Context: an optimization exercise on an open-source flow, tuned for small area. The choices shown serve that exercise and are no tape-out recipe.
In this exercise RTL edits were held to simulation tests only and were not proved equivalent to the original.
Power and IR drop assume default switching activity.

### design/flow/run.sh
#!/bin/bash
# synth_recipe.tcl (not shown) runs the flow's synth.tcl, then flattens the netlist and writes it again
# the make line also repeats each setting of config.mk as NAME=value (left out here)
make -C /OpenROAD-flow-scripts/flow DESIGN_CONFIG=/design/flow/config.mk WORK_HOME=/design/flow/orfs CLKGATE_MAP_FILE= SYNTH_SCRIPT=/design/flow/synth_recipe.tcl finish
### design/flow/config.mk
export PLATFORM = sky130hd
export DESIGN_NAME = ex4_t
export DESIGN_NICKNAME = ex4_t
export VERILOG_FILES = /design/flow/design.v
export SDC_FILE = /design/flow/constraint.sdc
export NUM_CORES = 4
export LEC_CHECK = 0
export ABC_AREA = 1
export CAP_MARGIN = 20
export CORE_MARGIN = 2
export CORE_UTILIZATION = 40
export PLACE_DENSITY = 0.6
export SLEW_MARGIN = 20
### design/flow/constraint.sdc
create_clock -name core_clock -period 30.0 [get_ports {clk}]
set_input_delay 6.0000 -clock core_clock [delete_from_list [all_inputs] [get_ports {clk}]]
set_output_delay 6.0000 -clock core_clock [all_outputs]
set_load 0.01 [all_outputs]
### design/flow/design.v
module ex4_t(
input clk,
input rst,
input temp_a,
input temp_b,
input temp_c,
input temp_d,
input switch1,
input switch2,
input switch5,
input switch6,
input switch7,
input switch8,
output [3:0] ans,
output [6:0] a_to_g,
output [7:0] light
);
reg [7:0] cnt;
wire tick = (cnt == 8'h7f);
wire blink = cnt[7];
wire [1:0] sel = cnt[3:2];
always @(posedge clk)
  if (rst) cnt <= 8'd0;
  else cnt <= cnt + 8'd1;
reg [3:0] d1, d2, d3, d4;
function [3:0] inc10(input [3:0] x);
  inc10 = (x == 4'd9) ? 4'd0 : x + 4'd1;
endfunction
wire tclr = rst | (tick & ~switch1);
wire tinc = tick & switch1 & ~switch2;
always @(posedge clk) begin
  if (tclr) begin d1 <= 0; d2 <= 0; d3 <= 0; d4 <= 0; end
  else if (tinc) begin
    if (temp_a) d1 <= inc10(d1);
    if (temp_b) d2 <= inc10(d2);
    if (temp_c) d3 <= inc10(d3);
    if (temp_d) d4 <= inc10(d4);
  end
end
reg [15:0] r;
always @(posedge clk)
  if (rst) r <= 16'd0;
  else if (~switch1) r <= r + 16'd1;
reg [3:0] a1, a2, a3, a4;
reg [3:0] life;
wire life_nz = |life;
function [3:0] inc9(input [3:0] x);
  inc9 = (x == 4'd9) ? 4'd1 : x + 4'd1;
endfunction
wire [3:0] m1 = (r[3:0]   < 9) ? r[3:0]   : (r[3:0]   == 9) ? a1 : r[3:0]   - 4'd8;
wire [3:0] m2 = (r[7:4]   < 9) ? r[7:4]   : (r[7:4]   == 9) ? a2 : r[7:4]   - 4'd9;
wire [3:0] m3 = (r[11:8]  < 9) ? r[11:8]  : (r[11:8]  == 9) ? a3 : r[11:8]  - 4'd6;
wire [3:0] m4 = (r[15:12] < 9) ? r[15:12] : (r[15:12] == 9) ? a4 : r[15:12] - 4'd7;
wire [3:0] n3  = (m3 == m4) ? inc9(m3) : m3;
wire [3:0] n2a = ((m2 == m4) | (m2 == n3)) ? inc9(m2) : m2;
wire [3:0] n2  = ((n2a == m4) | (n2a == n3)) ? inc9(n2a) : n2a;
wire [3:0] n1a = ((m1 == m4) | (m1 == n3) | (m1 == n2)) ? inc9(m1) : m1;
wire [3:0] n1b = ((n1a == m4) | (n1a == n3) | (n1a == n2)) ? inc9(n1a) : n1a;
wire [3:0] n1  = ((n1b == m4) | (n1b == n3) | (n1b == n2)) ? inc9(n1b) : n1b;
always @(posedge clk)
  if (rst) begin a1 <= 0; a2 <= 0; a3 <= 0; a4 <= 0; end
  else if (tick & switch1 & life_nz) begin a1 <= n1; a2 <= n2; a3 <= n3; a4 <= m4; end
wire e12 = d1 == d2, e13 = d1 == d3, e14 = d1 == d4;
wire e23 = d2 == d3, e24 = d2 == d4, e34 = d3 == d4;
reg [3:0] equal;
wire [3:0] eqn = equal | {e14 | e24 | e34, e13 | e23 | e34, e12 | e23 | e24, e12 | e13 | e14};
wire eqz = ~|eqn;
wire [3:0] p = {d4 == a4, d3 == a3, d2 == a2, d1 == a1};
wire [3:0] q = {(d1 == a4) | (d2 == a4) | (d3 == a4),
                (d1 == a3) | (d2 == a3) | (d4 == a3),
                (d1 == a2) | (d3 == a2) | (d4 == a2),
                (d2 == a1) | (d3 == a1) | (d4 == a1)};
wire [2:0] rp = p[0] + p[1] + p[2] + p[3];
wire [2:0] rn = q[0] + q[1] + q[2] + q[3];
wire rp4 = &p;
reg flag, win;
reg [9:0] delay;
reg [3:0] NUM;
reg [3:0] an;
wire [3:0] life_dec = life_nz ? life - 4'd1 : life;
wire [3:0] life_n = (~flag) ? life_dec : life;
wire life_n_z = ~|life_n;
wire dly_inc = ~rp4 & life_n_z & ~delay[9];
wire [9:0] delay_n = delay + {9'd0, dly_inc};
wire lose_show = ~rp4 & life_n_z & delay_n[9];
reg [3:0] dsel, asel, mab;
always @(*) begin
  case (sel)
    2'd0: begin dsel = d1; asel = a1; mab = 4'd11; end
    2'd1: begin dsel = d2; asel = a2; mab = {1'b0, rn}; end
    2'd2: begin dsel = d3; asel = a3; mab = 4'd10; end
    default: begin dsel = d4; asel = a4; mab = {1'b0, rp}; end
  endcase
end
wire [3:0] oh = ~(4'b1000 >> sel);
wire [3:0] mab6 = {~sel[0], sel == 2'd3, ~sel[0], sel == 2'd0};
wire eqsel = eqn[sel];
always @(posedge clk) begin
  if (rst) begin
    an <= 4'b1111; NUM <= 0; equal <= 0; life <= 8; win <= 0;
    delay <= 0; flag <= 0;
  end else if (~switch1) begin
    an <= 4'b1111; flag <= 0; life <= 8; delay <= 0; win <= 0; equal <= 0;
  end else if (switch2) begin
    equal <= eqn;
    if (eqz) begin
      flag <= 1;
      life <= life_n;
      win <= rp4;
      delay <= delay_n;
      NUM <= (lose_show & ~blink) ? asel : mab;
      an <= ((rp4 | lose_show) & blink) ? 4'b1111 : oh;
    end else if (blink) begin
      an <= 4'b1111;
    end else begin
      NUM <= dsel;
      an <= eqsel ? oh : 4'b1111;
    end
  end else if (~switch5) begin
    if (~win & life_nz) begin
      equal <= 0; flag <= 0;
      NUM <= dsel; an <= oh;
    end else if (blink) begin
      an <= 4'b1111;
    end else begin
      NUM <= win ? mab6 : asel;
      an <= oh;
    end
  end else if (switch6 & switch7 & switch8) begin
    NUM <= asel; an <= oh;
  end
end
assign ans = an;
assign light = {life_nz, life > 1, life > 2, life > 3, life > 4, life > 5, life > 6, life > 7};
wire [6:0] seg_lo = (NUM[2:0] == 3'd0) ? 7'b0000001 :
                    (NUM[2:0] == 3'd1) ? 7'b1001111 :
                    (NUM[2:0] == 3'd2) ? 7'b0010010 :
                    (NUM[2:0] == 3'd3) ? 7'b0000110 :
                    (NUM[2:0] == 3'd4) ? 7'b1001100 :
                    (NUM[2:0] == 3'd5) ? 7'b0100100 :
                    (NUM[2:0] == 3'd6) ? 7'b0100000 : 7'b0001111;
wire [6:0] seg_hi = (NUM[1:0] == 2'd0) ? 7'b0000000 :
                    (NUM[1:0] == 2'd1) ? 7'b0000100 :
                    (NUM[1:0] == 2'd2) ? 7'b0001000 : 7'b1100000;
wire [6:0] seg = NUM[3] ? seg_hi : seg_lo;
assign a_to_g = seg;
endmodule
==> out/metrics.cfg, run 1 <==
[sta]
finalSetupTns_ns=0
clock-skew-final_ns=0.0108
final_hold_viol_count=0
rsz0062_at_grt=no
max-slew-margin-rel_pct=39.8
tightest_slew_ns=0.900
setup_violations=0
hold_slack_ns=0.448
finalCritPeriodShare_pct=30.3
min_period_ns=9.09
fmax_mhz=110
drv_slew=0

[cells_and_area]
largest_register_ffs=16
layout.cells.non_filler=1599
drive_above_1_share_pct=6.55
multi_input_area_sq_mm=0.00567
register_area_sq_mm=0.00168
final_util_pct=44.4
largestRegisters=r (16), delay (10), cnt (8)
area_growth_pct=9.42
layout.nets=1367
fillers=2168
diodes=0
regMostFlops=r

[logic_synthesis]
synth.top_cells.by_count=nand2_1, inv_1, nand3_1, nor2_1, dfxtp_1
synth_cell_type_count=52
yosysSeqAreaShare_pct=20.5
synth_area_sq_mm=0.00818
ys.flop_type=dfxtp_1
synth_edf_count=0
avgSynthCellArea_sq_um=6.14
synth_nets=1375
synthTopCellsByArea=dfxtp_1, nand2_1, xnor2_1, nand3_1, inv_1
async_flop_share_pct=0
yosys.area.top_type=dfxtp_1
netlist.area_leader.share_pct=20.5
ys_seq_elements=84
syn_inst=1332
yosys.cell_count.top_type=nand2_1
yosysWarnings=1

[cts]
ctsLongestPathBuffers=2
path_clk_slew_ns=0.06
numCtsBuffers=9
cts_sinks=84
ctsHtreeMaxLevel=3
root_buffer=clkbuf_16
clk_latency_ns=0.35
post_cts_buffers=0
cts_tree=yes
cts_hold_buf=0
cts-resized-gates=0

[route]
vias=8454
drt_pass1_iterations=5
drt_wl_total_um=23500
via_per_inst=5.29
drc=0
drt-initial-drc-count=646
detail_route.wl_per_cell_um=14.7
antenna_left=0

[global_routing]
grt-ovfl-total=0
grt_antenna_before_repair=0
grt_usage_pct=22.0
grt_pass1_wl_um=38900
grt_max_degree=28
first_global_vias=7665

[hold_path]
hold_class=reg -> reg

[floorplan]
io-pin-count=31
die_w_um=147
die_area_sq_mm=0.0216
start_util_pct=40.6
core_sq_mm=0.0202
num_rows=52
fp.dieH_um=147

[critical_path]
cp_slowest_cell=nor2_1
crit_family=buffers and inverters
cp-start-kind=primary input
critPathArrivalTime_ns=9.35
max_stage_delay_ns=0.90
worstSetupEndpointType=flop
critPathRequiredTime_ns=30.26
crit_chain=clkdlybuf4s50_1, nor2_1, inv_1, o21ai_0, inv_1, nor4_1
timing.critical_path.buf_inv=3
crit_path_max_fanout=20
crit_top_cell=inv_1
path_class=in -> reg

[power_and_ir_drop]
seqPwrFrac_pct=36.5
combPwrFrac_pct=25.3
leakagePower_nw=3.82
peakVddDrop_mv=0.0258
power_density_mw_per_mm2=35.0
p_sw_share_pct=32.4
intPower_uw=212
power_uw=313
p_clk_share_pct=38.2
power_switching_uw=101

[placement]
hpwl_um=17700
finalWeightedCongestion=0.866
portBuffers=30
placed_cells=1583

[status]
status=finished clean

[flow_run]
drv_cap=0

layer usage:
metal | share of wire, % | up-vias | GRT usage (%)
met1 | 47 | 3863 | 29.1
met3 | 4.3 | 34 | 2.80
met4 | 1.9 | 0 | 6.49
met5 | 0 | - | 0
met2 | 47 | 201 | 37.5
li1 | - | 4356 | -
placed cells by master, fill, tap and decap left out, drive strengths merged, types with 6 or more instances in the layout:
master,n
nand2,369
inv,167
nand3,126
nor2,124
dfxtp,84
xnor2,79
o21ai,77
a21oi,70
nand4,44
clkdlybuf4s50,30
ha,29
xor2,23
nor3,19
clkbuf,12
nor4,9
a221oi,7
a31oi,6
power groups by stage:
| stage | clock (mW) | combinational (mW) | sequential, mW |
|---|---|---|---|
| final | 0.120 | 0.0791 | 0.114 |
| after global placement | 0 | 0.0778 | 0.117 |
| after detailed placement | 0 | 0.0783 | 0.117 |
| after CTS | 0.122 | 0.0786 | 0.114 |
| after global routing | 0.127 | 0.0888 | 0.115 |
| after floorplan | 0 | 0.0610 | 0.117 |
worst register-to-register path: cells and delay by family, from the launching register on:
family	cells	cell delay, ns
flip-flops	1	0.43
AO/OA/AOI/OAI	1	0.11
buffers and inverters	3	0.27
AND/OR/NAND/NOR	39	4.42
adder cells (fa/ha/maj)	3	0.66
final cells by class:
cell class                 instances  area share (%)
clock inverter                     4           0.615
inverter                         167            7.00
timing repair buffer              32            3.52
multi-input combinational       1030            63.3
tap                              270            3.77
sequential                        84            18.8
clock buffer                      12            2.98
path summary, 6_finish.rpt:
check | start | endpoint | slack (ns) | cells after the start
min reg2reg | cnt[0] | cnt[0] | 0.45 | 1
max reg2reg | r[12] | a1[2] | 24.02 | 46
max | rst | d4[1] | 20.91 | 6
min | cnt[0] | cnt[0] | 0.45 | 1
kinds of logic (layout without fill, tap and decap cells):
logic type	after synthesis	after routing	synth area share [%]
adders and majority gates	31	31	4.92
AOI/OAI and AO/OA	197	197	14.1
xor gates and xnor gates	102	102	10.9
DFF	84	84	20.5
buffers and inverters	218	215	10.2
and+or+nand+nor	700	700	39.4
metrics by stage:
| step | setup slack (ns) | area [sq um] |
|---|---|---|
| after CTS | 20.93 | 8950 |
| after detailed placement | 20.57 | 8630 |
| after global placement | 20.64 | 8630 |
| after floorplan | 22.13 | 8180 |
| after global routing | 20.67 | 8950 |
| final | 20.91 | 8950 |
==> run 2: changes to the inputs <==
==> design/flow/flow/run.sh (new file) <==
#!/bin/bash
# Own flow: the standard synthesis, then its combinational logic mapped again for area
# (registers kept as they are, by name and cell), then the standard layout steps.
set -euo pipefail
W=$(pwd)
R=$W/orfs/results/$FLOW_PLATFORM/ex4_t/base
LIB=$FLOW_HOME/platforms/$FLOW_PLATFORM/lib/sky130_fd_sc_hd__tt_025C_1v80.lib
F=$W/flow

bash standard.sh synth > $W/log_1_synth.txt 2>&1
cp $R/1_2_yosys.v $W/std_synth.v

# 1: cells back to logic, registers left as cells
cat > $W/remap1.ys <<EOY
read_liberty -ignore_miss_func $LIB
blackbox sky130_fd_sc_hd__df* sky130_fd_sc_hd__edf* sky130_fd_sc_hd__sdf* sky130_fd_sc_hd__dl* sky130_fd_sc_hd__conb_1
read_verilog $W/std_synth.v
hierarchy -top $FLOW_TOP
flatten
opt_clean -purge
select -module $FLOW_TOP
write_verilog -noattr -selected $W/generic.v
EOY
yosys -s $W/remap1.ys > $W/log_2_remap1.txt 2>&1

# 2: map the logic again for area
cat > $W/remap2.ys <<EOY
read_liberty -lib $LIB
read_verilog $W/generic.v
hierarchy -top $FLOW_TOP
techmap
opt -fast -purge
abc -liberty $LIB -dont_use *lpflow* -dont_use *probe* -script $F/area.abc
setundef -zero
splitnets
opt_clean -purge
hilomap -singleton -hicell sky130_fd_sc_hd__conb_1 HI -locell sky130_fd_sc_hd__conb_1 LO
insbuf -buf sky130_fd_sc_hd__buf_4 A X
check -assert -mapped
stat -liberty $LIB
write_verilog -noattr -nohex -nodec $W/remapped.v
EOY
yosys -s $W/remap2.ys > $W/log_3_remap2.txt 2>&1

cp $W/remapped.v $R/1_2_yosys.v
rm -f $R/1_synth.odb $R/1_synth.sdc
export BUFFER_PORTS_ARGS="-buffer_cell sky130_fd_sc_hd__buf_1"
bash standard.sh > $W/log_4_layout.txt 2>&1
==> design/flow/flow/area.abc (new file) <==
strash
&get -n
&deepsyn -T 60
&put
dch -f
amap
==> design/flow/standard.sh (new file) <==
#!/bin/bash
# synth_recipe.tcl (not shown) runs the flow's synth.tcl, then flattens the netlist and writes it again
# the make line also repeats each setting of config.mk as NAME=value (left out here)
make -C /OpenROAD-flow-scripts/flow DESIGN_CONFIG=/design/flow/config.mk WORK_HOME=/design/flow/orfs CLKGATE_MAP_FILE= SYNTH_SCRIPT=/design/flow/synth_recipe.tcl "${@:-finish}"
removed: design/flow/run.sh
==> out/metrics.cfg, run 2 <==
[status]
status=finished clean

[placement]
hpwl_um=13900  ; -21%
pre_cts_ws_ns=18.25  ; -2.32 ns
portBuffers=30  ; unchanged
finalWeightedCongestion=1.06  ; +22%
placed_cell_area_sq_mm=0.00577  ; -33%

[route]
vias=6597  ; -22%
drc=0  ; unchanged
detail_route.wl_per_cell_um=18.7  ; +28%
drt-initial-drc-count=942  ; +46%
drt_pass1_iterations=8  ; +3
via_per_inst=6.48  ; +23%
drt_wl_total_um=19000  ; -19%
antenna_left=0  ; unchanged

[global_routing]
grt_antenna_before_repair=0  ; unchanged
grt_max_degree=24  ; -14%
grt_usage_pct=26.2  ; +4.2 points
grt_pass1_wl_um=30800  ; -21%
first_global_vias=5761  ; -25%
grt-ovfl-total=0  ; unchanged

[cts]
cts_hold_buf=0  ; unchanged
numCtsBuffers=9  ; unchanged
ctsHtreeMaxLevel=3  ; unchanged
cts_sinks=84  ; unchanged
ctsLongestPathBuffers=2  ; unchanged
root_buffer=clkbuf_16
cts-resized-gates=0  ; unchanged
post_cts_buffers=0  ; unchanged
clk_latency_ns=0.35  ; about the same
path_clk_slew_ns=0.06  ; about the same
cts_tree=yes

[floorplan]
num_rows=43  ; -17%
die_w_um=122  ; -17%
start_util_pct=40.4  ; -0.15 points
core_sq_mm=0.0137  ; -32%
io-pin-count=31  ; unchanged
fp.dieH_um=122  ; -17%
die_area_sq_mm=0.0148  ; -31%

[power_and_ir_drop]
peakVddDrop_mv=0.0281  ; +9.1%
leakagePower_nw=1.93  ; -49%
power_density_mw_per_mm2=40.6  ; +16%

[critical_path]
cp_slowest_cell=o32ai_1
critPathArrivalTime_ns=12.61  ; +3.26 ns
critPathRequiredTime_ns=30.25  ; about the same
crit_top_cell=clkinv_1
crit_family=compound AO/OA/AOI/OAI gates
max_stage_delay_ns=0.76  ; -0.14 ns
cp-start-kind=flop
worstSetupEndpointType=flop
timing.critical_path.buf_inv=13  ; +10
crit_path_max_fanout=7  ; -65%
path_class=reg -> reg

[sta]
finalCritPeriodShare_pct=41.2  ; +11 points
final_hold_viol_count=0  ; unchanged
layout_setup_ws_ns=17.64  ; -3.27 ns
finalSetupTns_ns=0  ; unchanged
tightest_slew_ns=0.884  ; -0.0156 ns
max-slew-margin-rel_pct=40.7  ; +0.91 points
setup_violations=0  ; unchanged
drv_slew=0  ; unchanged
hold_slack_ns=0.451  ; +0.00237 ns
min_period_ns=12.36  ; +3.27 ns
rsz0062_at_grt=no
fmax_mhz=80.9  ; -26%
clock-skew-final_ns=0.00866  ; -0.00216 ns

[hold_path]
hold_class=reg -> reg

[cells_and_area]
largest_register_ffs=16  ; unchanged
final_util_pct=44.1  ; -0.30 points
design_area_sq_mm=0.00605  ; -32%
area_growth_pct=9.07
regMostFlops=r
layout.nets=845  ; -38%
drive_above_1_share_pct=2.27  ; -4.3 points
mostFrequentLayoutCell=o22ai_1
final_cell_mix=o22ai_1, nor2_1, clkinv_1
largestRegisters=r (16), delay (10), cnt (8)
diodes=0  ; unchanged

[logic_synthesis]
avgSynthCellArea_sq_um=6.87  ; +12%
synth_nets=819  ; -40%
synth_area_sq_mm=0.00555  ; -32%
syn_inst=807  ; -39%
yosysWarnings=1  ; unchanged

[flow_run]
drv_cap=0  ; unchanged

run 2: cell count changes in the layout (fill, tap and decap cells not counted), moves of 79 or more:
cell and change:
nand2_1 -276, inv_1 -158, o22ai_1 +132, nand3_1 -119, clkinv_1 +111, xnor2_1 -79
run 2: per-stage QoR:
stage,std cells,total power [mW]
floorplan,807,0.136
global placement,1002,0.143
detailed placement,1002,0.142
CTS,1018,0.247
global route,1018,0.255
finish,1018,0.246
run 2: layout make-up:
cell class	count	area, sq um
repair buffers	34	143
inverters	112	420
well taps	180	225
fillers	1448	7670
multi-input cells	592	3300
clock inverters	5	35.0
flip-flops and latches	84	1680
clock buffers	11	243
run 2: power breakdown:
part           internal, mW  switching, mW  total, mW
registers             0.113        0.00116      0.114
logic               0.00869         0.0181     0.0268
clock network        0.0585         0.0463      0.105
total                 0.180         0.0656      0.246
run 2: worst paths after layout:
kind	start	end	slack, ns	depth (start not counted)
setup / recovery	r[13]	a1[0]	17.64	46
hold reg to reg	delay[8]	delay[8]	0.45	1
setup reg to reg	r[13]	a1[0]	17.64	46
hold / removal	delay[8]	delay[8]	0.45	1
run 2: worst reg2reg max path, delay by kind of cell (launching register included):
| family | cells | cell delay (ns) |
|---|---|---|
| simple gates | 10 | 2.39 |
| flops | 1 | 0.36 |
| compound gates | 23 | 7.22 |
| buf+inv | 13 | 2.27 |
run 2: layer usage:
metal	vias to the layer above	global-route usage, %	wire (um)
li1	3133	-	-
met1	2941	37.5	8390
met2	443	38.0	7890
met3	80	5.66	2070
met4	0	10.3	697
met5	-	0	0

==> re-timing with driven ports <==
Ports are ideal in the flow. The routed layouts listed here were re-timed in OpenROAD.
Step 1 (the two cells are an assumption about what drives the block):
set clk [get_ports {clk}]
set_driving_cell -lib_cell sky130_fd_sc_hd__clkbuf_16 $clk
set_driving_cell -lib_cell sky130_fd_sc_hd__buf_2 [delete_from_list [all_inputs] $clk]
Step 2 also shifts input and output timing later by t, the mid clock arrival at the registers, as if the neighbouring blocks saw the same clock.
a / b / c = ideal / step 1 / step 2; a / b = the first two.
run | shift t [ns] | slack for setup (ns) | hold slack, ns | latest minus earliest clock arrival (ns)
run 1 | 0.392 | 20.910 / 20.923 / 20.532 | 0.448 / 0.448 / 0.448 | 0.011 / 0.011
run 2 | 0.384 | 17.639 / 17.639 / 17.639 | 0.451 / 0.451 / 0.451 | 0.008 / 0.009
After both steps setup and hold are still met in every run listed. The setup slack of run 1, which loses most, moves by +0.013 ns with the drivers and by -0.378 ns with both steps.
